From an optimization exercise on the open Yosys and OpenROAD flow, aimed at small area; shortcuts taken in it are not production practice.
Function was not checked in any run shown here: the RTL went through the layout flow alone.
Power is estimated from default activity; no workload was simulated.

==> flow/design.v (outline; a module is shown in full before it is edited, if it fits) <==
// module fir_7_7: 1135 lines
// module fa: 4 lines
// module sel3: 3 lines
// module add8: 12 lines
module fir_7_7(
    input clk,
    input rst,
    input [7:0] weight_data,
    input [2:0] weight_idx,
    input weight_valid,
    output weight_ready,
    input [7:0] input_data,
    input input_valid,
    output input_ready,
    output [15:0] output_data,
    input output_ready,
    output output_valid
    );
  // ...
==> flow/flow/run.sh <==
#!/bin/bash
# Layout flow: the standard ORFS flow (standard.sh: the standard
# synthesis and every ORFS step), with two settings changed:
#  - the port buffers buffer_ports inserts are the smallest buffer, buf_1;
#  - clock tree synthesis is run without dummy load cells.
# The output of the whole run is kept in standard_flow.log; ORFS keeps each
# step's own log under orfs/logs/.
set -euo pipefail
cd "$(dirname "$0")/.."
export BUFFER_PORTS_ARGS="-buffer_cell sky130_fd_sc_hd__buf_1"
export CTS_ARGS="-sink_clustering_enable -repair_clock_nets -buf_list sky130_fd_sc_hd__clkbuf_8 -dont_use_dummy_load"
bash standard.sh finish > standard_flow.log 2>&1
==> flow/standard.sh <==
#!/bin/bash
# synth_recipe.tcl (not shown) runs the flow's synth.tcl, then flattens the netlist and writes it again
# the make line also repeats each setting of config.mk as NAME=value (left out here)
make -C /OpenROAD-flow-scripts/flow DESIGN_CONFIG=/design/flow/config.mk WORK_HOME=/design/flow/orfs CLKGATE_MAP_FILE= SYNTH_SCRIPT=/design/flow/synth_recipe.tcl "${@:-finish}"
==> flow/config.mk <==
export PLATFORM = sky130hd
export DESIGN_NAME = fir_7_7
export DESIGN_NICKNAME = fir_7_7
export VERILOG_FILES = /design/flow/design.v
export SDC_FILE = /design/flow/constraint.sdc
export NUM_CORES = 4
export LEC_CHECK = 0
export CAP_MARGIN = 20
export CORE_MARGIN = 2
export CORE_UTILIZATION = 40
export CTS_BUF_LIST = sky130_fd_sc_hd__clkbuf_8
export GPL_TIMING_DRIVEN = 1
export SLEW_MARGIN = 20
export SYNTH_HIERARCHICAL = 1
export SYNTH_MINIMUM_KEEP_SIZE = 0
==> flow/constraint.sdc <==
create_clock -name core_clock -period 8.0 [get_ports {clk}]
set_input_delay 1.6000 -clock core_clock [delete_from_list [all_inputs] [get_ports {clk}]]
set_output_delay 1.6000 -clock core_clock [all_outputs]
set_load 0.01 [all_outputs]
==> results by group, run 1 <==
Power and ir drop
  – Pint: about 0.88 mW
  – Switch Pwr: 0.3473 mW
  – Tot Pwr: 1.223 mW
  – P per Cell Area: 81.03 nW/um^2

Worst setup path
  – Worst Path Buf+Inv: 3
  – Worst path slowest cell: fa_2
  – Worst reg2reg startpoint: w2[0]
  – Critical Path Start Type: flip-flop
  – Crit Path Class: flip-flop to flip-flop
  – CP startpoint: w2[0]

STA
  – Minimum hold slack: 326.5 ps
  – Final Setup Violations: 0

Final layout
  – Seq/total area: 0.1738
  – Post-layout util: 0.4663
  – Max FFs per register: 16

Synth
  – Post-synthesis compound-gate area fraction: 0.2182
  – Synth cell types: 36
  – Seq cells post-synth: 131
  – YS warnings: 7
  – Post-synth top cells: 270 x fa_1, 227 x nand2_1, 192 x a222oi_1
  – Cells after Synth: 1177

GRT
  – First-pass GRT wire length: 80.86 mm
  – Remaining global-route overflow: 0
  – GRT Util Overall: 0.3342
  – Largest net degree at the start of global routing: 73

Drt
  – Number of detailed-route iterations in the first pass: 15
  – Via Count: 11.99k
  – Routed Antenna Nets: 0
  – Met2 Wirelength: 24.07 mm

Outcome
  – Status: no timing/DRC/antenna violations

Hold path
  – WHS Path Cells: 0

Clock network
  – Clock Sink Count: 131
==> run 2: changes to the inputs <==
--- a/flow/design.v
+++ b/flow/design.v
@@ -34,38 +34,47 @@
     assign w_sel[4] = wen & (weight_idx == 3'd4);
     assign w_sel[5] = wen & (weight_idx == 3'd5);
     assign w_sel[6] = wen & (weight_idx == 3'd6);
     wire [6:0] w_ld = w_sel & {7{~rst}};
     wire [6:0] w_hd = ~w_sel & {7{~rst}};
     wire r_en = ov_r & output_ready;
     wire r_ld = r_en & ~rst;
     wire r_hd = ~r_en & ~rst;
+    wire [7:0] wn0 = ({8{w_ld[0]}} & weight_data) | ({8{w_hd[0]}} & w0);
+    wire [7:0] wn1 = ({8{w_ld[1]}} & weight_data) | ({8{w_hd[1]}} & w1);
+    wire [7:0] wn2 = ({8{w_ld[2]}} & weight_data) | ({8{w_hd[2]}} & w2);
+    wire [7:0] wn3 = ({8{w_ld[3]}} & weight_data) | ({8{w_hd[3]}} & w3);
+    wire [7:0] wn4 = ({8{w_ld[4]}} & weight_data) | ({8{w_hd[4]}} & w4);
+    wire [7:0] wn5 = ({8{w_ld[5]}} & weight_data) | ({8{w_hd[5]}} & w5);
+    wire [7:0] wn6 = ({8{w_ld[6]}} & weight_data) | ({8{w_hd[6]}} & w6);
     always @(posedge clk) begin
         ov_d <= acc;
         ov_r <= ov_d;
         rdy <= ~rst;
         x0 <= ({8{x_ld}} & input_data) | ({8{x_hd}} & x0);
         x1 <= ({8{x_ld}} & x0) | ({8{x_hd}} & x1);
         x2 <= ({8{x_ld}} & x1) | ({8{x_hd}} & x2);
         x3 <= ({8{x_ld}} & x2) | ({8{x_hd}} & x3);
         x4 <= ({8{x_ld}} & x3) | ({8{x_hd}} & x4);
         x5 <= ({8{x_ld}} & x4) | ({8{x_hd}} & x5);
         x6 <= ({8{x_ld}} & x5) | ({8{x_hd}} & x6);
-        w0 <= ({8{w_ld[0]}} & weight_data) | ({8{w_hd[0]}} & w0);
-        w1 <= ({8{w_ld[1]}} & weight_data) | ({8{w_hd[1]}} & w1);
-        w2 <= ({8{w_ld[2]}} & weight_data) | ({8{w_hd[2]}} & w2);
-        w3 <= ({8{w_ld[3]}} & weight_data) | ({8{w_hd[3]}} & w3);
-        w4 <= ({8{w_ld[4]}} & weight_data) | ({8{w_hd[4]}} & w4);
-        w5 <= ({8{w_ld[5]}} & weight_data) | ({8{w_hd[5]}} & w5);
-        w6 <= ({8{w_ld[6]}} & weight_data) | ({8{w_hd[6]}} & w6);
+        w0 <= wn0;
+        w1 <= wn1;
+        w2 <= wn2;
+        w3 <= wn3;
+        w4 <= wn4;
+        w5 <= wn5;
+        w6 <= wn6;
         result <= ({16{r_ld}} & sum) | ({16{r_hd}} & result);
     end
-    wire [8:0] wab0;
-    add8 u_add0 (w0, w1, wab0);
+    wire [8:0] wabn0;
+    add8 u_add0 (wn0, wn1, wabn0);
+    reg [8:0] wab0;
+    always @(posedge clk) wab0 <= wabn0;
     wire sa0_0 = x0[0] & ~x1[0];
     wire sb0_0 = ~x0[0] & x1[0];
     wire sab0_0 = x0[0] & x1[0];
     wire pp0_0_0;
     sel3 u_pp0_0_0 (sa0_0, sb0_0, sab0_0, w0[0], w1[0], wab0[0], pp0_0_0);
     wire pp0_0_1;
     sel3 u_pp0_0_1 (sa0_0, sb0_0, sab0_0, w0[1], w1[1], wab0[1], pp0_0_1);
     wire pp0_0_2;
@@ -216,18 +225,20 @@
     sel3 u_pp0_7_4 (sa0_7, sb0_7, sab0_7, w0[4], w1[4], wab0[4], pp0_7_4);
     wire pp0_7_5;
     sel3 u_pp0_7_5 (sa0_7, sb0_7, sab0_7, w0[5], w1[5], wab0[5], pp0_7_5);
     wire pp0_7_6;
     sel3 u_pp0_7_6 (sa0_7, sb0_7, sab0_7, w0[6], w1[6], wab0[6], pp0_7_6);
     wire pp0_7_7;
     sel3 u_pp0_7_7 (sa0_7, sb0_7, sab0_7, w0[7], w1[7], wab0[7], pp0_7_7);
     wire pp0_7_8 = ~(sab0_7 & wab0[8]);
-    wire [8:0] wab1;
-    add8 u_add1 (w2, w3, wab1);
+    wire [8:0] wabn1;
+    add8 u_add1 (wn2, wn3, wabn1);
+    reg [8:0] wab1;
+    always @(posedge clk) wab1 <= wabn1;
     wire sa1_0 = x2[0] & ~x3[0];
     wire sb1_0 = ~x2[0] & x3[0];
     wire sab1_0 = x2[0] & x3[0];
     wire pp1_0_0;
     sel3 u_pp1_0_0 (sa1_0, sb1_0, sab1_0, w2[0], w3[0], wab1[0], pp1_0_0);
     wire pp1_0_1;
     sel3 u_pp1_0_1 (sa1_0, sb1_0, sab1_0, w2[1], w3[1], wab1[1], pp1_0_1);
     wire pp1_0_2;
@@ -378,18 +389,20 @@
     sel3 u_pp1_7_4 (sa1_7, sb1_7, sab1_7, w2[4], w3[4], wab1[4], pp1_7_4);
     wire pp1_7_5;
     sel3 u_pp1_7_5 (sa1_7, sb1_7, sab1_7, w2[5], w3[5], wab1[5], pp1_7_5);
     wire pp1_7_6;
     sel3 u_pp1_7_6 (sa1_7, sb1_7, sab1_7, w2[6], w3[6], wab1[6], pp1_7_6);
     wire pp1_7_7;
     sel3 u_pp1_7_7 (sa1_7, sb1_7, sab1_7, w2[7], w3[7], wab1[7], pp1_7_7);
     wire pp1_7_8 = ~(sab1_7 & wab1[8]);
-    wire [8:0] wab2;
-    add8 u_add2 (w4, w5, wab2);
+    wire [8:0] wabn2;
+    add8 u_add2 (wn4, wn5, wabn2);
+    reg [8:0] wab2;
+    always @(posedge clk) wab2 <= wabn2;
     wire sa2_0 = x4[0] & ~x5[0];
     wire sb2_0 = ~x4[0] & x5[0];
     wire sab2_0 = x4[0] & x5[0];
     wire pp2_0_0;
     sel3 u_pp2_0_0 (sa2_0, sb2_0, sab2_0, w4[0], w5[0], wab2[0], pp2_0_0);
     wire pp2_0_1;
     sel3 u_pp2_0_1 (sa2_0, sb2_0, sab2_0, w4[1], w5[1], wab2[1], pp2_0_1);
     wire pp2_0_2;
@@ -609,515 +622,515 @@
     wire pn6_7_5 = ~(x6[7] & w6[5]);
     wire pn6_7_6 = ~(x6[7] & w6[6]);
     wire pn6_7_7 = ~(x6[7] & w6[7]);
     wire s1, c2;
     fa u_s1 (pn6_0_0, pp0_0_0, pp1_0_0, s1, c2);
     wire s3 = ~(pp2_0_0 ^ s1);
     wire c4 = pp2_0_0 | s1;
     wire s5, c6;
-    fa u_s5 (pn6_0_1, pn6_1_0, pp0_1_0, s5, c6);
+    fa u_s5 (pn6_0_1, pn6_1_0, pp0_0_1, s5, c6);
     wire s7, c8;
-    fa u_s7 (pp1_1_0, pp2_1_0, pp0_0_1, s7, c8);
+    fa u_s7 (pp0_1_0, pp1_0_1, pp1_1_0, s7, c8);
     wire s9, c10;
-    fa u_s9 (pp1_0_1, pp2_0_1, c2, s9, c10);
+    fa u_s9 (pp2_0_1, pp2_1_0, c2, s9, c10);
     wire s11, c12;
-    fa u_s11 (s5, c4, s7, s11, c12);
+    fa u_s11 (s5, s7, c4, s11, c12);
     wire s13 = ~(s9 ^ s11);
     wire c14 = s9 | s11;
     wire s15, c16;
     fa u_s15 (pn6_0_2, pn6_1_1, pn6_2_0, s15, c16);
     wire s17, c18;
-    fa u_s17 (s15, pp0_2_0, pp1_2_0, s17, c18);
+    fa u_s17 (s15, pp0_0_2, pp0_1_1, s17, c18);
     wire s19, c20;
-    fa u_s19 (pp2_2_0, c6, pp0_1_1, s19, c20);
+    fa u_s19 (pp0_2_0, pp1_0_2, pp1_1_1, s19, c20);
     wire s21, c22;
-    fa u_s21 (pp1_1_1, pp2_1_1, s17, s21, c22);
+    fa u_s21 (pp1_2_0, pp2_0_2, pp2_1_1, s21, c22);
     wire s23, c24;
-    fa u_s23 (pp0_0_2, pp1_0_2, pp2_0_2, s23, c24);
+    fa u_s23 (pp2_2_0, c6, c8, s23, c24);
     wire s25, c26;
-    fa u_s25 (c8, c10, s19, s25, c26);
+    fa u_s25 (s17, s19, s21, s25, c26);
     wire s27, c28;
-    fa u_s27 (s21, s23, c12, s27, c28);
+    fa u_s27 (c10, s23, c12, s27, c28);
     wire s29, c30;
     fa u_s29 (s25, c14, s27, s29, c30);
     wire s31, c32;
     fa u_s31 (pn6_0_3, pn6_1_2, pn6_2_1, s31, c32);
     wire s33, c34;
     fa u_s33 (pn6_3_0, c16, s31, s33, c34);
     wire s35, c36;
-    fa u_s35 (pp0_3_0, pp1_3_0, pp2_3_0, s35, c36);
+    fa u_s35 (pp0_0_3, pp0_1_2, pp0_2_1, s35, c36);
     wire s37, c38;
-    fa u_s37 (pp0_2_1, pp1_2_1, pp2_2_1, s37, c38);
+    fa u_s37 (pp0_3_0, pp1_0_3, pp1_1_2, s37, c38);
     wire s39, c40;
-    fa u_s39 (c18, s33, s35, s39, c40);
+    fa u_s39 (pp1_2_1, pp1_3_0, pp2_0_3, s39, c40);
     wire s41, c42;
-    fa u_s41 (pp0_1_2, pp1_1_2, pp2_1_2, s41, c42);
+    fa u_s41 (pp2_1_2, pp2_2_1, pp2_3_0, s41, c42);
     wire s43, c44;
-    fa u_s43 (c20, pp0_0_3, pp1_0_3, s43, c44);
+    fa u_s43 (s33, c18, c20, s43, c44);
     wire s45, c46;
-    fa u_s45 (pp2_0_3, c22, s37, s45, c46);
+    fa u_s45 (c22, s35, s37, s45, c46);
     wire s47, c48;
-    fa u_s47 (s39, c24, s41, s47, c48);
+    fa u_s47 (s39, s41, c24, s47, c48);
     wire s49, c50;
     fa u_s49 (c26, s43, s45, s49, c50);
     wire s51, c52;
-    fa u_s51 (c28, s47, s49, s51, c52);
+    fa u_s51 (s47, c28, s49, s51, c52);
     wire s53 = ~(c30 ^ s51);
     wire c54 = c30 | s51;
     wire s55, c56;
     fa u_s55 (pn6_0_4, pn6_1_3, pn6_2_2, s55, c56);
     wire s57, c58;
     fa u_s57 (pn6_3_1, pn6_4_0, c32, s57, c58);
     wire s59, c60;
-    fa u_s59 (s55, pp0_4_0, pp1_4_0, s59, c60);
+    fa u_s59 (s55, pp0_0_4, pp0_1_3, s59, c60);
     wire s61, c62;
-    fa u_s61 (pp2_4_0, s57, c34, s61, c62);
+    fa u_s61 (pp0_2_2, pp0_3_1, pp0_4_0, s61, c62);
     wire s63, c64;
-    fa u_s63 (pp0_3_1, pp1_3_1, pp2_3_1, s63, c64);
+    fa u_s63 (pp1_0_4, pp1_1_3, pp1_2_2, s63, c64);
     wire s65, c66;
-    fa u_s65 (c36, s59, pp0_2_2, s65, c66);
+    fa u_s65 (pp1_3_1, pp1_4_0, pp2_0_4, s65, c66);
     wire s67, c68;
-    fa u_s67 (pp1_2_2, pp2_2_2, c38, s67, c68);
+    fa u_s67 (pp2_1_3, pp2_2_2, pp2_3_1, s67, c68);
     wire s69, c70;
-    fa u_s69 (pp0_1_3, pp1_1_3, pp2_1_3, s69, c70);
+    fa u_s69 (pp2_4_0, s57, c34, s69, c70);
     wire s71, c72;
-    fa u_s71 (s61, c40, s63, s71, c72);
+    fa u_s71 (c36, c38, c40, s71, c72);
     wire s73, c74;
-    fa u_s73 (c42, pp0_0_4, pp1_0_4, s73, c74);
+    fa u_s73 (c42, s59, s61, s73, c74);
     wire s75, c76;
-    fa u_s75 (pp2_0_4, s65, c44, s75, c76);
+    fa u_s75 (s63, s65, s67, s75, c76);
     wire s77, c78;
-    fa u_s77 (s67, c46, s69, s77, c78);
+    fa u_s77 (s69, c44, c46, s77, c78);
     wire s79, c80;
     fa u_s79 (s71, c48, s73, s79, c80);
     wire s81, c82;
-    fa u_s81 (s75, c50, s77, s81, c82);
+    fa u_s81 (s75, s77, c50, s81, c82);
     wire s83, c84;
     fa u_s83 (s79, c52, s81, s83, c84);
     wire s85 = ~(c54 ^ s83);
     wire c86 = c54 | s83;
     wire s87, c88;
     fa u_s87 (pn6_0_5, pn6_1_4, pn6_2_3, s87, c88);
     wire s89, c90;
     fa u_s89 (pn6_3_2, pn6_4_1, pn6_5_0, s89, c90);
     wire s91, c92;
     fa u_s91 (c56, s87, s89, s91, c92);
     wire s93, c94;
-    fa u_s93 (pp0_5_0, pp1_5_0, pp2_5_0, s93, c94);
+    fa u_s93 (pp0_0_5, pp0_1_4, pp0_2_3, s93, c94);
     wire s95, c96;
-    fa u_s95 (c58, pp0_4_1, pp1_4_1, s95, c96);
+    fa u_s95 (pp0_3_2, pp0_4_1, pp0_5_0, s95, c96);
     wire s97, c98;
-    fa u_s97 (pp2_4_1, c60, s91, s97, c98);
+    fa u_s97 (pp1_0_5, pp1_1_4, pp1_2_3, s97, c98);
     wire s99, c100;
-    fa u_s99 (s93, pp0_3_2, pp1_3_2, s99, c100);
+    fa u_s99 (pp1_3_2, pp1_4_1, pp1_5_0, s99, c100);
     wire s101, c102;
-    fa u_s101 (pp2_3_2, c62, c64, s101, c102);
+    fa u_s101 (pp2_0_5, pp2_1_4, pp2_2_3, s101, c102);
     wire s103, c104;
-    fa u_s103 (pp0_2_3, pp1_2_3, pp2_2_3, s103, c104);
+    fa u_s103 (pp2_3_2, pp2_4_1, pp2_5_0, s103, c104);
     wire s105, c106;
-    fa u_s105 (s95, c66, s97, s105, c106);
+    fa u_s105 (c58, s91, c60, s105, c106);
     wire s107, c108;
-    fa u_s107 (pp0_1_4, pp1_1_4, pp2_1_4, s107, c108);
+    fa u_s107 (c62, c64, c66, s107, c108);
     wire s109, c110;
-    fa u_s109 (c68, s99, c70, s109, c110);
+    fa u_s109 (c68, c70, s101, s109, c110);
     wire s111, c112;
-    fa u_s111 (s101, pp0_0_5, pp1_0_5, s111, c112);
+    fa u_s111 (s103, s93, s95, s111, c112);
     wire s113, c114;
-    fa u_s113 (pp2_0_5, c72, s103, s113, c114);
+    fa u_s113 (s97, s99, c72, s113, c114);
     wire s115, c116;
-    fa u_s115 (c74, s105, c76, s115, c116);
+    fa u_s115 (s105, c74, c76, s115, c116);
     wire s117, c118;
-    fa u_s117 (s107, c78, s109, s117, c118);
+    fa u_s117 (s107, s109, s111, s117, c118);
     wire s119, c120;
-    fa u_s119 (s111, s113, c80, s119, c120);
+    fa u_s119 (s113, c78, c80, s119, c120);
     wire s121, c122;
-    fa u_s121 (s115, c82, s117, s121, c122);
+    fa u_s121 (s115, s117, c82, s121, c122);
     wire s123, c124;
-    fa u_s123 (s119, c84, s121, s123, c124);
+    fa u_s123 (s119, s121, c84, s123, c124);
     wire s125 = ~(c86 ^ s123);
     wire c126 = c86 | s123;
     wire s127, c128;
     fa u_s127 (pn6_0_6, pn6_1_5, pn6_2_4, s127, c128);
     wire s129, c130;
     fa u_s129 (pn6_3_3, pn6_4_2, pn6_5_1, s129, c130);
     wire s131, c132;
     fa u_s131 (pn6_6_0, c88, c90, s131, c132);
     wire s133, c134;
-    fa u_s133 (s127, s129, pp0_6_0, s133, c134);
+    fa u_s133 (s127, s129, pp0_0_6, s133, c134);
     wire s135, c136;
-    fa u_s135 (pp1_6_0, pp2_6_0, c92, s135, c136);
+    fa u_s135 (pp0_1_5, pp0_2_4, pp0_3_3, s135, c136);
     wire s137, c138;
-    fa u_s137 (pp0_5_1, pp1_5_1, pp2_5_1, s137, c138);
+    fa u_s137 (pp0_4_2, pp0_5_1, pp0_6_0, s137, c138);
     wire s139, c140;
-    fa u_s139 (s131, c94, s133, s139, c140);
+    fa u_s139 (pp1_0_6, pp1_1_5, pp1_2_4, s139, c140);
     wire s141, c142;
-    fa u_s141 (pp0_4_2, pp1_4_2, pp2_4_2, s141, c142);
+    fa u_s141 (pp1_3_3, pp1_4_2, pp1_5_1, s141, c142);
     wire s143, c144;
-    fa u_s143 (c96, pp0_3_3, pp1_3_3, s143, c144);
+    fa u_s143 (pp1_6_0, pp2_0_6, pp2_1_5, s143, c144);
     wire s145, c146;
-    fa u_s145 (pp2_3_3, s135, c98, s145, c146);
+    fa u_s145 (pp2_2_4, pp2_3_3, pp2_4_2, s145, c146);
     wire s147, c148;
-    fa u_s147 (s137, s139, c100, s147, c148);
+    fa u_s147 (pp2_5_1, pp2_6_0, c92, s147, c148);
     wire s149, c150;
-    fa u_s149 (pp0_2_4, pp1_2_4, pp2_2_4, s149, c150);
+    fa u_s149 (s131, c100, c102, s149, c150);
     wire s151, c152;
-    fa u_s151 (c102, s141, c104, s151, c152);
+    fa u_s151 (c104, c94, c96, s151, c152);
     wire s153, c154;
-    fa u_s153 (pp0_1_5, pp1_1_5, pp2_1_5, s153, c154);
+    fa u_s153 (c98, s133, s135, s153, c154);
     wire s155, c156;
-    fa u_s155 (c106, s143, s145, s155, c156);
+    fa u_s155 (s137, s139, s141, s155, c156);
     wire s157, c158;
-    fa u_s157 (c108, pp0_0_6, pp1_0_6, s157, c158);
+    fa u_s157 (s143, s145, s147, s157, c158);
     wire s159, c160;
-    fa u_s159 (pp2_0_6, s147, c110, s159, c160);
+    fa u_s159 (c106, c108, c110, s159, c160);
     wire s161, c162;
-    fa u_s161 (s149, c112, c114, s161, c162);
+    fa u_s161 (c112, s149, s151, s161, c162);
     wire s163, c164;
-    fa u_s163 (s151, s153, c116, s163, c164);
+    fa u_s163 (s153, s155, s157, s163, c164);
     wire s165, c166;
-    fa u_s165 (s155, s157, s159, s165, c166);
+    fa u_s165 (c114, c116, s159, s165, c166);
     wire s167, c168;
-    fa u_s167 (c118, s161, c120, s167, c168);
+    fa u_s167 (c118, s161, s163, s167, c168);
     wire s169, c170;
-    fa u_s169 (s163, s165, c122, s169, c170);
+    fa u_s169 (c120, s165, s167, s169, c170);
     wire s171, c172;
-    fa u_s171 (s167, c124, s169, s171, c172);
+    fa u_s171 (c122, s169, c124, s171, c172);
     wire s173 = ~(c126 ^ s171);
     wire c174 = c126 | s171;
     wire s175, c176;
     fa u_s175 (pn6_0_7, pn6_1_6, pn6_2_5, s175, c176);
     wire s177, c178;
     fa u_s177 (pn6_3_4, pn6_4_3, pn6_5_2, s177, c178);
     wire s179, c180;
     fa u_s179 (pn6_6_1, pn6_7_0, c128, s179, c180);
     wire s181, c182;
     fa u_s181 (c130, s175, s177, s181, c182);
     wire s183, c184;
-    fa u_s183 (pp0_7_0, pp1_7_0, pp2_7_0, s183, c184);
+    fa u_s183 (pp0_0_7, pp0_1_6, pp0_2_5, s183, c184);
     wire s185, c186;
-    fa u_s185 (c132, s179, c134, s185, c186);
+    fa u_s185 (pp0_3_4, pp0_4_3, pp0_5_2, s185, c186);
     wire s187, c188;
-    fa u_s187 (pp0_6_1, pp1_6_1, pp2_6_1, s187, c188);
+    fa u_s187 (pp0_6_1, pp0_7_0, pp1_0_7, s187, c188);
     wire s189, c190;
-    fa u_s189 (s181, s183, pp0_5_2, s189, c190);
+    fa u_s189 (pp1_1_6, pp1_2_5, pp1_3_4, s189, c190);
     wire s191, c192;
-    fa u_s191 (pp1_5_2, pp2_5_2, c136, s191, c192);
+    fa u_s191 (pp1_4_3, pp1_5_2, pp1_6_1, s191, c192);
     wire s193, c194;
-    fa u_s193 (c138, pp0_4_3, pp1_4_3, s193, c194);
+    fa u_s193 (pp1_7_0, pp2_0_7, pp2_1_6, s193, c194);
     wire s195, c196;
-    fa u_s195 (pp2_4_3, s185, c140, s195, c196);
+    fa u_s195 (pp2_2_5, pp2_3_4, pp2_4_3, s195, c196);
     wire s197, c198;
-    fa u_s197 (s187, c142, pp0_3_4, s197, c198);
+    fa u_s197 (pp2_5_2, pp2_6_1, pp2_7_0, s197, c198);
     wire s199, c200;
-    fa u_s199 (pp1_3_4, pp2_3_4, s189, s199, c200);
+    fa u_s199 (c132, s179, c134, s199, c200);
     wire s201, c202;
-    fa u_s201 (s191, c144, c146, s201, c202);
+    fa u_s201 (s181, c136, c138, s201, c202);
     wire s203, c204;
-    fa u_s203 (pp0_2_5, pp1_2_5, pp2_2_5, s203, c204);
+    fa u_s203 (c140, c142, c144, s203, c204);
     wire s205, c206;
-    fa u_s205 (s193, s195, c148, s205, c206);
+    fa u_s205 (c146, s183, s185, s205, c206);
     wire s207, c208;
-    fa u_s207 (c150, pp0_1_6, pp1_1_6, s207, c208);
+    fa u_s207 (s187, s189, s191, s207, c208);
     wire s209, c210;
-    fa u_s209 (pp2_1_6, c152, s197, s209, c210);
+    fa u_s209 (s193, s195, s197, s209, c210);
     wire s211, c212;
-    fa u_s211 (s199, c154, pp0_0_7, s211, c212);
+    fa u_s211 (c148, s199, c150, s211, c212);
     wire s213, c214;
-    fa u_s213 (pp1_0_7, pp2_0_7, c156, s213, c214);
+    fa u_s213 (c152, c154, c156, s213, c214);
     wire s215, c216;
     fa u_s215 (s201, s203, c158, s215, c216);
     wire s217, c218;
-    fa u_s217 (s205, c160, s207, s217, c218);
+    fa u_s217 (s205, s207, s209, s217, c218);
     wire s219, c220;
-    fa u_s219 (c162, s209, s211, s219, c220);
+    fa u_s219 (c160, s211, c162, s219, c220);
     wire s221, c222;
     fa u_s221 (s213, c164, s215, s221, c222);
     wire s223, c224;
-    fa u_s223 (c166, s217, c168, s223, c224);
+    fa u_s223 (s217, c166, s219, s223, c224);
     wire s225, c226;
-    fa u_s225 (s219, s221, c170, s225, c226);
+    fa u_s225 (c168, s221, s223, s225, c226);
     wire s227, c228;
-    fa u_s227 (s223, s225, c172, s227, c228);
+    fa u_s227 (c170, s225, c172, s227, c228);
     wire s229 = ~(c174 ^ s227);
     wire c230 = c174 | s227;
     wire s231, c232;
     fa u_s231 (pn6_1_7, pn6_2_6, pn6_3_5, s231, c232);
     wire s233, c234;
     fa u_s233 (pn6_4_4, pn6_5_3, pn6_6_2, s233, c234);
     wire s235, c236;
     fa u_s235 (pn6_7_1, c176, c178, s235, c236);
     wire s237, c238;
-    fa u_s237 (s231, s233, c180, s237, c238);
+    fa u_s237 (s231, s233, pp0_0_8, s237, c238);
     wire s239, c240;
-    fa u_s239 (c182, pp0_7_1, pp1_7_1, s239, c240);
+    fa u_s239 (pp0_1_7, pp0_2_6, pp0_3_5, s239, c240);
     wire s241, c242;
-    fa u_s241 (pp2_7_1, s235, c184, s241, c242);
+    fa u_s241 (pp0_4_4, pp0_5_3, pp0_6_2, s241, c242);
     wire s243, c244;
-    fa u_s243 (pp0_6_2, pp1_6_2, pp2_6_2, s243, c244);
+    fa u_s243 (pp0_7_1, pp1_0_8, pp1_1_7, s243, c244);
     wire s245, c246;
-    fa u_s245 (s237, c186, c188, s245, c246);
+    fa u_s245 (pp1_2_6, pp1_3_5, pp1_4_4, s245, c246);
     wire s247, c248;
-    fa u_s247 (pp0_5_3, pp1_5_3, pp2_5_3, s247, c248);
+    fa u_s247 (pp1_5_3, pp1_6_2, pp1_7_1, s247, c248);
     wire s249, c250;
-    fa u_s249 (s239, s241, c190, s249, c250);
+    fa u_s249 (pp2_0_8, pp2_1_7, pp2_2_6, s249, c250);
     wire s251, c252;
-    fa u_s251 (pp0_4_4, pp1_4_4, pp2_4_4, s251, c252);
+    fa u_s251 (pp2_3_5, pp2_4_4, pp2_5_3, s251, c252);
     wire s253, c254;
-    fa u_s253 (c192, s243, c194, s253, c254);
+    fa u_s253 (pp2_6_2, pp2_7_1, c180, s253, c254);
     wire s255, c256;
-    fa u_s255 (c196, pp0_3_5, pp1_3_5, s255, c256);
+    fa u_s255 (c182, s235, c184, s255, c256);
     wire s257, c258;
-    fa u_s257 (pp2_3_5, s245, s247, s257, c258);
+    fa u_s257 (c186, c188, c190, s257, c258);
     wire s259, c260;
-    fa u_s259 (c198, pp0_2_6, pp1_2_6, s259, c260);
+    fa u_s259 (c192, c194, c196, s259, c260);
     wire s261, c262;
-    fa u_s261 (pp2_2_6, c200, s249, s261, c262);
+    fa u_s261 (c198, s237, s239, s261, c262);
     wire s263, c264;
-    fa u_s263 (s251, c202, c204, s263, c264);
+    fa u_s263 (s241, s243, s245, s263, c264);
     wire s265, c266;
-    fa u_s265 (pp0_1_7, pp1_1_7, pp2_1_7, s265, c266);
+    fa u_s265 (s247, s249, s251, s265, c266);
     wire s267, c268;
-    fa u_s267 (s253, c206, s255, s267, c268);
+    fa u_s267 (s253, c200, c202, s267, c268);
     wire s269, c270;
-    fa u_s269 (c208, s257, pp0_0_8, s269, c270);
+    fa u_s269 (c204, s255, c206, s269, c270);
     wire s271, c272;
-    fa u_s271 (pp1_0_8, pp2_0_8, c210, s271, c272);
+    fa u_s271 (c208, c210, s257, s271, c272);
     wire s273, c274;
-    fa u_s273 (s259, s261, c212, s273, c274);
+    fa u_s273 (s259, s261, s263, s273, c274);
     wire s275, c276;
-    fa u_s275 (c214, s263, c216, s275, c276);
+    fa u_s275 (s265, c212, s267, s275, c276);
     wire s277, c278;
-    fa u_s277 (s265, s267, c218, s277, c278);
+    fa u_s277 (c214, c216, s269, s277, c278);
     wire s279, c280;
-    fa u_s279 (s269, s271, c220, s279, c280);
+    fa u_s279 (c218, s271, s273, s279, c280);
     wire s281, c282;
-    fa u_s281 (s273, c222, s275, s281, c282);
+    fa u_s281 (c220, s275, c222, s281, c282);
     wire s283, c284;
-    fa u_s283 (s277, c224, s279, s283, c284);
+    fa u_s283 (s277, s279, c224, s283, c284);
     wire s285, c286;
     fa u_s285 (s281, c226, s283, s285, c286);
     wire s287, c288;
-    fa u_s287 (c228, s285, c230, s287, c288);
+    fa u_s287 (s285, c228, c230, s287, c288);
     wire s289, c290;
     fa u_s289 (pn6_2_7, pn6_3_6, pn6_4_5, s289, c290);
     wire s291, c292;
     fa u_s291 (pn6_5_4, pn6_6_3, pn6_7_2, s291, c292);
     wire s293, c294;
     fa u_s293 (c232, c234, s289, s293, c294);
     wire s295, c296;
-    fa u_s295 (s291, c236, s293, s295, c296);
+    fa u_s295 (s291, pp0_1_8, pp0_2_7, s295, c296);
     wire s297, c298;
-    fa u_s297 (c238, pp0_7_2, pp1_7_2, s297, c298);
+    fa u_s297 (pp0_3_6, pp0_4_5, pp0_5_4, s297, c298);
     wire s299, c300;
-    fa u_s299 (pp2_7_2, c240, c242, s299, c300);
+    fa u_s299 (pp0_6_3, pp0_7_2, pp1_1_8, s299, c300);
     wire s301, c302;
-    fa u_s301 (pp0_6_3, pp1_6_3, pp2_6_3, s301, c302);
+    fa u_s301 (pp1_2_7, pp1_3_6, pp1_4_5, s301, c302);
     wire s303, c304;
-    fa u_s303 (s295, c244, pp0_5_4, s303, c304);
+    fa u_s303 (pp1_5_4, pp1_6_3, pp1_7_2, s303, c304);
     wire s305, c306;
-    fa u_s305 (pp1_5_4, pp2_5_4, c246, s305, c306);
+    fa u_s305 (pp2_1_8, pp2_2_7, pp2_3_6, s305, c306);
     wire s307, c308;
-    fa u_s307 (s297, c248, pp0_4_5, s307, c308);
+    fa u_s307 (pp2_4_5, pp2_5_4, pp2_6_3, s307, c308);
     wire s309, c310;
-    fa u_s309 (pp1_4_5, pp2_4_5, c250, s309, c310);
+    fa u_s309 (pp2_7_2, c236, s293, s309, c310);
     wire s311, c312;
-    fa u_s311 (s299, s301, c252, s311, c312);
+    fa u_s311 (c238, c240, c242, s311, c312);
     wire s313, c314;
-    fa u_s313 (pp0_3_6, pp1_3_6, pp2_3_6, s313, c314);
+    fa u_s313 (c244, c246, c248, s313, c314);
     wire s315, c316;
-    fa u_s315 (c254, s303, s305, s315, c316);
+    fa u_s315 (c250, c252, c254, s315, c316);
     wire s317, c318;
-    fa u_s317 (c256, pp0_2_7, pp1_2_7, s317, c318);
+    fa u_s317 (s295, s297, s299, s317, c318);
     wire s319, c320;
-    fa u_s319 (pp2_2_7, c258, s307, s319, c320);
+    fa u_s319 (s301, s303, s305, s319, c320);
     wire s321, c322;
-    fa u_s321 (s309, c260, c262, s321, c322);
+    fa u_s321 (s307, s309, c256, s321, c322);
     wire s323, c324;
-    fa u_s323 (pp0_1_8, pp1_1_8, pp2_1_8, s323, c324);
+    fa u_s323 (c258, c260, c262, s323, c324);
     wire s325, c326;
-    fa u_s325 (s311, s313, c264, s325, c326);
+    fa u_s325 (c264, c266, s311, s325, c326);
     wire s327, c328;
-    fa u_s327 (c266, s315, c268, s327, c328);
+    fa u_s327 (s313, s315, s317, s327, c328);
     wire s329, c330;
-    fa u_s329 (s317, c270, s319, s329, c330);
+    fa u_s329 (s319, c268, s321, s329, c330);
     wire s331, c332;
-    fa u_s331 (c272, s321, c274, s331, c332);
+    fa u_s331 (c270, c272, s323, s331, c332);
     wire s333, c334;
-    fa u_s333 (s323, s325, c276, s333, c334);
+    fa u_s333 (c274, s325, s327, s333, c334);
     wire s335, c336;
-    fa u_s335 (s327, c278, s329, s335, c336);
+    fa u_s335 (c276, s329, c278, s335, c336);
     wire s337, c338;
-    fa u_s337 (c280, s331, c282, s337, c338);
+    fa u_s337 (c280, s331, s333, s337, c338);
     wire s339, c340;
-    fa u_s339 (s333, s335, c284, s339, c340);
+    fa u_s339 (c282, s335, s337, s339, c340);
     wire s341, c342;
-    fa u_s341 (s337, s339, c286, s341, c342);
+    fa u_s341 (c284, s339, c286, s341, c342);
     wire s343, c344;
     fa u_s343 (pn6_3_7, pn6_4_6, pn6_5_5, s343, c344);
     wire s345, c346;
     fa u_s345 (pn6_6_4, pn6_7_3, c290, s345, c346);
     wire s347, c348;
-    fa u_s347 (c292, s343, s345, s347, c348);
+    fa u_s347 (c292, s343, pp0_2_8, s347, c348);
     wire s349, c350;
-    fa u_s349 (c294, s347, c296, s349, c350);
+    fa u_s349 (pp0_3_7, pp0_4_6, pp0_5_5, s349, c350);
     wire s351, c352;
-    fa u_s351 (pp0_7_3, pp1_7_3, pp2_7_3, s351, c352);
+    fa u_s351 (pp0_6_4, pp0_7_3, pp1_2_8, s351, c352);
     wire s353, c354;
-    fa u_s353 (c298, pp0_6_4, pp1_6_4, s353, c354);
+    fa u_s353 (pp1_3_7, pp1_4_6, pp1_5_5, s353, c354);
     wire s355, c356;
-    fa u_s355 (pp2_6_4, c300, c302, s355, c356);
+    fa u_s355 (pp1_6_4, pp1_7_3, pp2_2_8, s355, c356);
     wire s357, c358;
-    fa u_s357 (pp0_5_5, pp1_5_5, pp2_5_5, s357, c358);
+    fa u_s357 (pp2_3_7, pp2_4_6, pp2_5_5, s357, c358);
     wire s359, c360;
-    fa u_s359 (s349, s351, c304, s359, c360);
+    fa u_s359 (pp2_6_4, pp2_7_3, s345, s359, c360);
     wire s361, c362;
-    fa u_s361 (pp0_4_6, pp1_4_6, pp2_4_6, s361, c362);
+    fa u_s361 (c294, c296, c298, s361, c362);
     wire s363, c364;
-    fa u_s363 (c306, s353, c308, s363, c364);
+    fa u_s363 (c300, c302, c304, s363, c364);
     wire s365, c366;
-    fa u_s365 (pp0_3_7, pp1_3_7, pp2_3_7, s365, c366);
+    fa u_s365 (c306, c308, s347, s365, c366);
     wire s367, c368;
-    fa u_s367 (c310, s355, c312, s367, c368);
+    fa u_s367 (s349, s351, s353, s367, c368);
     wire s369, c370;
-    fa u_s369 (s357, c314, pp0_2_8, s369, c370);
+    fa u_s369 (s355, s357, s359, s369, c370);
     wire s371, c372;
-    fa u_s371 (pp1_2_8, pp2_2_8, s359, s371, c372);
+    fa u_s371 (c310, c312, c314, s371, c372);
     wire s373, c374;
-    fa u_s373 (c316, s361, c318, s373, c374);
+    fa u_s373 (c316, c318, c320, s373, c374);
     wire s375, c376;
-    fa u_s375 (c320, s363, s365, s375, c376);
+    fa u_s375 (s361, s363, s365, s375, c376);
     wire s377, c378;
-    fa u_s377 (c322, c324, s367, s377, c378);
+    fa u_s377 (c322, s367, s369, s377, c378);
     wire s379, c380;
-    fa u_s379 (c326, s369, s371, s379, c380);
+    fa u_s379 (c324, c326, s371, s379, c380);
     wire s381, c382;
-    fa u_s381 (c328, s373, c330, s381, c382);
+    fa u_s381 (c328, s373, s375, s381, c382);
     wire s383, c384;
-    fa u_s383 (s375, c332, s377, s383, c384);
+    fa u_s383 (c330, s377, c332, s383, c384);
     wire s385, c386;
-    fa u_s385 (s379, c334, s381, s385, c386);
+    fa u_s385 (c334, s379, s381, s385, c386);
     wire s387, c388;
     fa u_s387 (c336, s383, c338, s387, c388);
     wire s389, c390;
-    fa u_s389 (s385, c340, s387, s389, c390);
+    fa u_s389 (s385, s387, c340, s389, c390);
     wire s391, c392;
     fa u_s391 (pn6_4_7, pn6_5_6, pn6_6_5, s391, c392);
     wire s393, c394;
     fa u_s393 (pn6_7_4, c344, s391, s393, c394);
     wire s395, c396;
-    fa u_s395 (c346, s393, c348, s395, c396);
+    fa u_s395 (pp0_3_8, pp0_4_7, pp0_5_6, s395, c396);
     wire s397, c398;
-    fa u_s397 (pp0_7_4, pp1_7_4, pp2_7_4, s397, c398);
+    fa u_s397 (pp0_6_5, pp0_7_4, pp1_3_8, s397, c398);
     wire s399, c400;
-    fa u_s399 (s395, c350, c352, s399, c400);
+    fa u_s399 (pp1_4_7, pp1_5_6, pp1_6_5, s399, c400);
     wire s401, c402;
-    fa u_s401 (pp0_6_5, pp1_6_5, pp2_6_5, s401, c402);
+    fa u_s401 (pp1_7_4, pp2_3_8, pp2_4_7, s401, c402);
     wire s403, c404;
-    fa u_s403 (c354, pp0_5_6, pp1_5_6, s403, c404);
+    fa u_s403 (pp2_5_6, pp2_6_5, pp2_7_4, s403, c404);
     wire s405, c406;
-    fa u_s405 (pp2_5_6, s397, c356, s405, c406);
+    fa u_s405 (c346, s393, c348, s405, c406);
     wire s407, c408;
-    fa u_s407 (c358, pp0_4_7, pp1_4_7, s407, c408);
+    fa u_s407 (c350, c352, c354, s407, c408);
     wire s409, c410;
-    fa u_s409 (pp2_4_7, s399, c360, s409, c410);
+    fa u_s409 (c356, c358, c360, s409, c410);
     wire s411, c412;
-    fa u_s411 (s401, c362, pp0_3_8, s411, c412);
+    fa u_s411 (s395, s397, s399, s411, c412);
     wire s413, c414;
-    fa u_s413 (pp1_3_8, pp2_3_8, c364, s413, c414);
+    fa u_s413 (s401, s403, c362, s413, c414);
     wire s415, c416;
-    fa u_s415 (s403, c366, s405, s415, c416);
+    fa u_s415 (c364, c366, s405, s415, c416);
     wire s417, c418;
-    fa u_s417 (c368, s407, s409, s417, c418);
+    fa u_s417 (c368, c370, s407, s417, c418);
     wire s419, c420;
-    fa u_s419 (c370, c372, c374, s419, c420);
+    fa u_s419 (s409, s411, c372, s419, c420);
     wire s421, c422;
-    fa u_s421 (s411, s413, c376, s421, c422);
+    fa u_s421 (s413, c374, c376, s421, c422);
     wire s423, c424;
     fa u_s423 (s415, c378, s417, s423, c424);
     wire s425, c426;
-    fa u_s425 (c380, s419, s421, s425, c426);
+    fa u_s425 (s419, c380, c382, s425, c426);
     wire s427, c428;
-    fa u_s427 (c382, c384, s423, s427, c428);
+    fa u_s427 (s421, s423, c384, s427, c428);
     wire s429, c430;
     fa u_s429 (s425, c386, s427, s429, c430);
     wire s431, c432;
     fa u_s431 (c388, s429, c390, s431, c432);
     wire s433, c434;
     fa u_s433 (pn6_5_7, pn6_6_6, pn6_7_5, s433, c434);
     wire s435, c436;
-    fa u_s435 (c392, s433, c394, s435, c436);
+    fa u_s435 (c392, s433, pp0_4_8, s435, c436);
     wire s437, c438;
-    fa u_s437 (s435, c396, pp0_7_5, s437, c438);
+    fa u_s437 (pp0_5_7, pp0_6_6, pp0_7_5, s437, c438);
     wire s439, c440;
-    fa u_s439 (pp1_7_5, pp2_7_5, c398, s439, c440);
+    fa u_s439 (pp1_4_8, pp1_5_7, pp1_6_6, s439, c440);
     wire s441, c442;
-    fa u_s441 (pp0_6_6, pp1_6_6, pp2_6_6, s441, c442);
+    fa u_s441 (pp1_7_5, pp2_4_8, pp2_5_7, s441, c442);
     wire s443, c444;
-    fa u_s443 (c400, c402, pp0_5_7, s443, c444);
+    fa u_s443 (pp2_6_6, pp2_7_5, c394, s443, c444);
     wire s445, c446;
-    fa u_s445 (pp1_5_7, pp2_5_7, s437, s445, c446);
+    fa u_s445 (c396, c398, c400, s445, c446);
     wire s447, c448;
-    fa u_s447 (c404, s439, pp0_4_8, s447, c448);
+    fa u_s447 (c402, c404, s435, s447, c448);
     wire s449, c450;
-    fa u_s449 (pp1_4_8, pp2_4_8, c406, s449, c450);
+    fa u_s449 (s437, s439, s441, s449, c450);
     wire s451, c452;
-    fa u_s451 (s441, c408, c410, s451, c452);
+    fa u_s451 (s443, c406, c408, s451, c452);
     wire s453, c454;
-    fa u_s453 (s443, s445, c412, s453, c454);
+    fa u_s453 (c410, c412, s445, s453, c454);
     wire s455, c456;
-    fa u_s455 (c414, s447, s449, s455, c456);
+    fa u_s455 (s447, s449, c414, s455, c456);
     wire s457, c458;
-    fa u_s457 (c416, c418, s451, s457, c458);
+    fa u_s457 (c416, s451, c418, s457, c458);
     wire s459, c460;
-    fa u_s459 (c420, s453, c422, s459, c460);
+    fa u_s459 (s453, c420, s455, s459, c460);
     wire s461, c462;
-    fa u_s461 (s455, c424, s457, s461, c462);
+    fa u_s461 (c422, s457, c424, s461, c462);
     wire s463, c464;
-    fa u_s463 (c426, s459, c428, s463, c464);
+    fa u_s463 (s459, c426, s461, s463, c464);
     wire s465, c466;
-    fa u_s465 (s461, s463, c430, s465, c466);
+    fa u_s465 (c428, s463, c430, s465, c466);
     wire s467, c468;
     fa u_s467 (pn6_6_7, pn6_7_6, c434, s467, c468);
     wire s469, c470;
-    fa u_s469 (s467, c436, pp0_7_6, s469, c470);
+    fa u_s469 (pp0_5_8, pp0_6_7, pp0_7_6, s469, c470);
     wire s471, c472;
-    fa u_s471 (pp1_7_6, pp2_7_6, c438, s471, c472);
+    fa u_s471 (pp1_5_8, pp1_6_7, pp1_7_6, s471, c472);
     wire s473, c474;
-    fa u_s473 (pp0_6_7, pp1_6_7, pp2_6_7, s473, c474);
+    fa u_s473 (pp2_5_8, pp2_6_7, pp2_7_6, s473, c474);
     wire s475, c476;
-    fa u_s475 (c440, c442, pp0_5_8, s475, c476);
+    fa u_s475 (s467, c436, c438, s475, c476);
     wire s477, c478;
-    fa u_s477 (pp1_5_8, pp2_5_8, s469, s477, c478);
+    fa u_s477 (c440, c442, c444, s477, c478);
     wire s479, c480;
-    fa u_s479 (s471, c444, c446, s479, c480);
+    fa u_s479 (s469, s471, s473, s479, c480);
     wire s481, c482;
-    fa u_s481 (s473, c448, c450, s481, c482);
+    fa u_s481 (c446, c448, s475, s481, c482);
     wire s483, c484;
-    fa u_s483 (s475, s477, c452, s483, c484);
+    fa u_s483 (c450, s477, s479, s483, c484);
     wire s485, c486;
-    fa u_s485 (s479, c454, s481, s485, c486);
+    fa u_s485 (c452, c454, s481, s485, c486);
     wire s487, c488;
     fa u_s487 (c456, s483, c458, s487, c488);
     wire s489, c490;
-    fa u_s489 (s485, c460, c462, s489, c490);
+    fa u_s489 (s485, c460, s487, s489, c490);
     wire s491, c492;
-    fa u_s491 (s487, s489, c464, s491, c492);
+    fa u_s491 (c462, s489, c464, s491, c492);
     wire s493, c494;
-    fa u_s493 (pn6_7_7, c468, pp0_7_7, s493, c494);
+    fa u_s493 (pn6_7_7, pp0_6_8, pp0_7_7, s493, c494);
     wire s495, c496;
-    fa u_s495 (pp1_7_7, pp2_7_7, c470, s495, c496);
+    fa u_s495 (pp1_6_8, pp1_7_7, pp2_6_8, s495, c496);
     wire s497, c498;
-    fa u_s497 (pp0_6_8, pp1_6_8, pp2_6_8, s497, c498);
+    fa u_s497 (pp2_7_7, c468, c470, s497, c498);
     wire s499, c500;
     fa u_s499 (c472, c474, s493, s499, c500);
     wire s501, c502;
-    fa u_s501 (s495, c476, c478, s501, c502);
+    fa u_s501 (s495, c476, s497, s501, c502);
     wire s503, c504;
-    fa u_s503 (s497, c480, s499, s503, c504);
+    fa u_s503 (c478, c480, s499, s503, c504);
     wire s505, c506;
     fa u_s505 (c482, s501, c484, s505, c506);
     wire s507, c508;
     fa u_s507 (s503, c486, s505, s507, c508);
     wire s509, c510;
     fa u_s509 (c488, s507, c490, s509, c510);
     assign sum[0] = ~s3;
     assign sum[1] = ~s13;
==> flow/flow/run.sh (replaced) <==
#!/bin/bash
# Layout flow: the standard ORFS flow (standard.sh: the standard
# synthesis and every ORFS step), with these settings changed:
#  - the buffers Yosys/ABC inserted are removed at floorplan
#    (REMOVE_ABC_BUFFERS; global placement is not timing driven, so it
#    would not remove them itself), and timing is then repaired by the
#    usual repair steps after placement, CTS and global routing;
#  - the port buffers buffer_ports inserts are the smallest buffer, buf_1;
#  - clock tree synthesis uses clkbuf_8 and no dummy load cells.
# The output of the whole run is kept in standard_flow.log; ORFS keeps each
# step's own log under orfs/logs/.
set -euo pipefail
cd "$(dirname "$0")/.."
export REMOVE_ABC_BUFFERS=1
export BUFFER_PORTS_ARGS="-buffer_cell sky130_fd_sc_hd__buf_1"
export CTS_ARGS="-sink_clustering_enable -repair_clock_nets -buf_list sky130_fd_sc_hd__clkbuf_8 -dont_use_dummy_load"
bash standard.sh finish > standard_flow.log 2>&1
==> flow/config.mk (replaced) <==
export PLATFORM = sky130hd
export DESIGN_NAME = fir_7_7
export DESIGN_NICKNAME = fir_7_7
export VERILOG_FILES = /design/flow/design.v
export SDC_FILE = /design/flow/constraint.sdc
export NUM_CORES = 4
export LEC_CHECK = 0
export CAP_MARGIN = 20
export CELL_PAD_IN_SITES_DETAIL_PLACEMENT = 1
export CELL_PAD_IN_SITES_GLOBAL_PLACEMENT = 1
export CORE_MARGIN = 2
export CORE_UTILIZATION = 40
export CTS_BUF_LIST = sky130_fd_sc_hd__clkbuf_8
export GPL_TIMING_DRIVEN = 0
export SLEW_MARGIN = 20
export SYNTH_HIERARCHICAL = 1
export SYNTH_MINIMUM_KEEP_SIZE = 0
==> results by group, run 2 <==
Worst setup path
  – Critical Path AT: 7710 ps
  – Worst path max stage delay: 590 ps
  – Cell repeated most along the worst path: fa_1
  – Worst-path fanout max: 8
  – CP required: 8420 ps
  – CP Capture Type: flip-flop
  – Flop2flop setup slack: around 710 ps
  – Crit Path Class: flip-flop to flip-flop
  – Critical Path Start Type: flip-flop
  – Worst path slowest cell: nor2b_1

Final layout
  – Non-Filler Instances: 1668
  – Nets@finish: 1531
  – Layout cells sized above 1: 0.03033
  – Largest Register: result
  – Multi-input gate area: about 10000 um^2
  – Most frequent cells in the layout: 270 x fa_1, 226 x nand2_1, 192 x a222oi_1
  – Synth-to-Final Area Change: 6.040%
  – Most common cell after layout, fill and taps aside: fa_1
  – Max FFs per register: 16 (unchanged)
  – Fillers: 3639
  – Ant diodes: 0
  – Seq. cell area: 3163 um^2

Synth
  – Share of the synthesized area in the top cell type: 0.3960
  – Post-synthesis mux area share: 0
  – Largest family of logic cells by synthesized area: adder cells
  – Post-synthesis sequential area ratio: 0.2317
  – Post-synthesis xor/xnor area fraction: 0.009716
  – YS warnings: 7 (unchanged)
  – Main area contributors after synthesis: fa_1 40%, dfxtp_1 23%, a222oi_1 14%
  – Synth Flop Type: dfxtp_1
  – Largest area contributor in the netlist: fa_1
  – Seq cells post-synth: 158 (+21%)
  – Most numerous cell in the Yosys netlist: fa_1
  – Area of the mapped netlist: around 14000 um^2
  – Post-synth top cells: 270 x fa_1, 227 x nand2_1, 192 x a222oi_1
  – Post-synthesis simple-gate area fraction: 0.1137
  – Synth Area in Adders: 0.4097
  – Synth async-reset ratio: 0
  – Synth cell types: 36 (unchanged)
  – Cells after Synth: 1204 (+2.3%)
  – Post-synthesis compound-gate area fraction: 0.2095 (-0.008639)
  – Post-synth EDFFs: 0
  – Avg Inst Size Synth: 11.34 um^2

GRT
  – Remaining global-route overflow: 0 (unchanged)
  – GRT met1 Usage: 0.3709
  – First-pass GRT wire length: 74.30 mm (-8.1%)
  – Initial antenna violation count: 0
  – GRT Util Overall: 0.2833 (-0.05083)
  – Largest net degree at the start of global routing: 58 (-21%)
  – Vias in the first global route: 11.73k
  – Met2 usage: 0.4378
  – Met3 Use GR: 0.05457
  – Layer with the highest usage: met2

Outcome
  – Status: no timing/DRC/antenna violations

Floorplan
  – Core Area: roughly 34000 um^2
  – Die height: 188.7 um
  – Die width: around 190 um
  – Initial Util: 0.4071
  – Top Ports: 43
  – Die area: 35620 um^2
  – Row count: 67

STA
  – Max-slew headroom: 0.3846
  – Final Setup Violations: 0 (unchanged)
  – Fin. Hold Viols: 0
  – Final Cycle Share: 0.9110
  – Worst Max-Slew Pin Slew: ~920 ps
  – Fmax: 137.2 MHz
  – Post-layout min period: 7288 ps
  – Skew final: 31.32 ps
  – Max Transition Viols Final: 0
  – RSZ-0062 raised after global routing: no
  – Final WS setup: between 700 and 800 ps

Drt
  – Routed wire length: slightly below 50 mm
  – Routed Antenna Nets: 0 (unchanged)
  – Drt wl/cell: 28.94 um
  – Via Count: 11.12k (-7.2%)
  – Number of detailed-route iterations in the first pass: 14 (-1)
  – Remaining DRCs: 0
  – Vias per cell: between 6 and 7
  – Starting DRT DRC Count: approximately 2.3k

Place
  – DP HPWL: about 40 mm
  – Port-buffer cells: 42
  – DP Worst Slack: 676.7 ps
  – Placed cell count: 1651
  – Final RePlAce weighted congestion: a little over 0.9

Clock network
  – H-Tree Depth: 4
  – Post-CTS Resized: 0
  – CTS Buffer Depth: 2
  – Setup repair bufs after CTS: 0
  – Clock transition at the registers of the reported paths: around 70 ps
  – Clock root buffer: clkbuf_8
  – # hold bufs at CTS: 0
  – Clock Sink Count: 158 (+21%)
  – Number of CTS-inserted buffers: 17
  – Clock Latency Late Sink: 510 ps
  – CTS tree: built

Flow run
  – Max cap viols: 0

Power and ir drop
  – LEAKAGE: 3.390 nW
  – P per Cell Area: 95.74 nW/um^2 (+18%)
  – Peak supply drop: 105.2 uV

Hold path
  – Hold Crit Class: flip-flop to flip-flop
-- run 2: per-layer routing --
metal / part of all wire / up-vias
li1: - / 4585
met1: 0.39 / 5757
met2: 0.45 / 667
met3: 0.085 / 114
met4: 0.067 / 0
met5: 0 / -
-- run 2: modules after synthesis (local to each module, per instance) --
module / cells inside / times used / area, um^2
add8: 13 / 3 / 171.4
fa: 1 / 248 / 20.02
fir_7_7: 725 / 1 / 6250
sel3: 1 / 192 / 10.01
-- run 2: final timing paths --
path / from / end / cells past startpoint
worst max-delay path: x0[0] / result[15] / 26
worst min-delay path: ov_d / ov_r / 0
worst max register to register: x0[0] / result[15] / 26
worst min register to register: ov_d / ov_r / 0
-- run 2: kinds of logic (layout without fill, tap and decap cells) --
family          Yosys count  after routing
xor+xnor                 12             12
flops                   158            158
compound gates          332            332
buf+inv                  86            102
simple gates            331            331
fa+ha+maj               285            285
-- run 2: report_power, final --
group / total (mW) / switching [mW] / internal [mW] / leakage, nW
clock network: 0.481 / 0.294 / 0.188 / 0.122
logic: 0.0818 / 0.0621 / 0.0197 / 1.99
registers: 0.823 / 0.0262 / 0.797 / 1.28
-- run 2: layout make-up --
cell class,instances,area share
multi-input cells,960,0.7009
clock buffers,17,0.01616
well taps,448,0.03872
inverters,40,0.01055
flip-flops and latches,158,0.2185
repair buffers,45,0.01513
-- run 2: worst max-delay path, delay by kind of cell, from the launching register on --
| kind | cells | cell delay (ps) |
|---|---|---|
| and+or+nand+nor | 3 | 910 |
| adders and majority gates | 13 | 4550 |
| DFF | 1 | 410 |
| AOI/OAI and AO/OA | 3 | 730 |
| xor gates and xnor gates | 2 | 360 |
| buffers and inverters | 5 | 270 |
-- run 2: through the flow --
stage | util | hold WS (ps) | TNS, ps | total power, mW | instance area, um^2
after global placement | 0.4226 | 313.7 | -17150 | 0.9161 | 14170
after floorplan | - | 309.6 | 0 | 0.8645 | 13450
final | 0.4317 | 332.0 | 0 | 1.386 | 14480
after global routing | 0.4317 | 345.9 | 0 | 1.438 | 14480
after detailed placement | 0.4247 | 320.7 | 0 | 0.9214 | 14240
after CTS | 0.4317 | 338.4 | 0 | 1.399 | 14480

-- port drivers added, routing unchanged --
How much do the figures lean on ideal ports? The routed layouts below were timed once more, with nothing changed but the port constraints. Step 1 (the two cells are an assumption about what drives the block):
set clk [get_ports {clk}]
set_driving_cell -lib_cell sky130_fd_sc_hd__clkbuf_16 $clk
set_driving_cell -lib_cell sky130_fd_sc_hd__buf_2 [delete_from_list [all_inputs] $clk]
Step 2, shift: input delay + t, output delay - t, t = (earliest + latest rising clock arrival at the registers) / 2. This alone moves slack from input paths to output paths. Slacks: ideal ports / drivers / drivers and shift; pairs: ideal ports / drivers.
run	t, ns	setup WS [ns]	cell pins on the clock port's net
run 1	0.542	0.142 / 0.142 / 0.142	1
run 2	0.540	0.712 / 0.712 / 0.712	1
After both steps setup and hold are still met in every run listed.
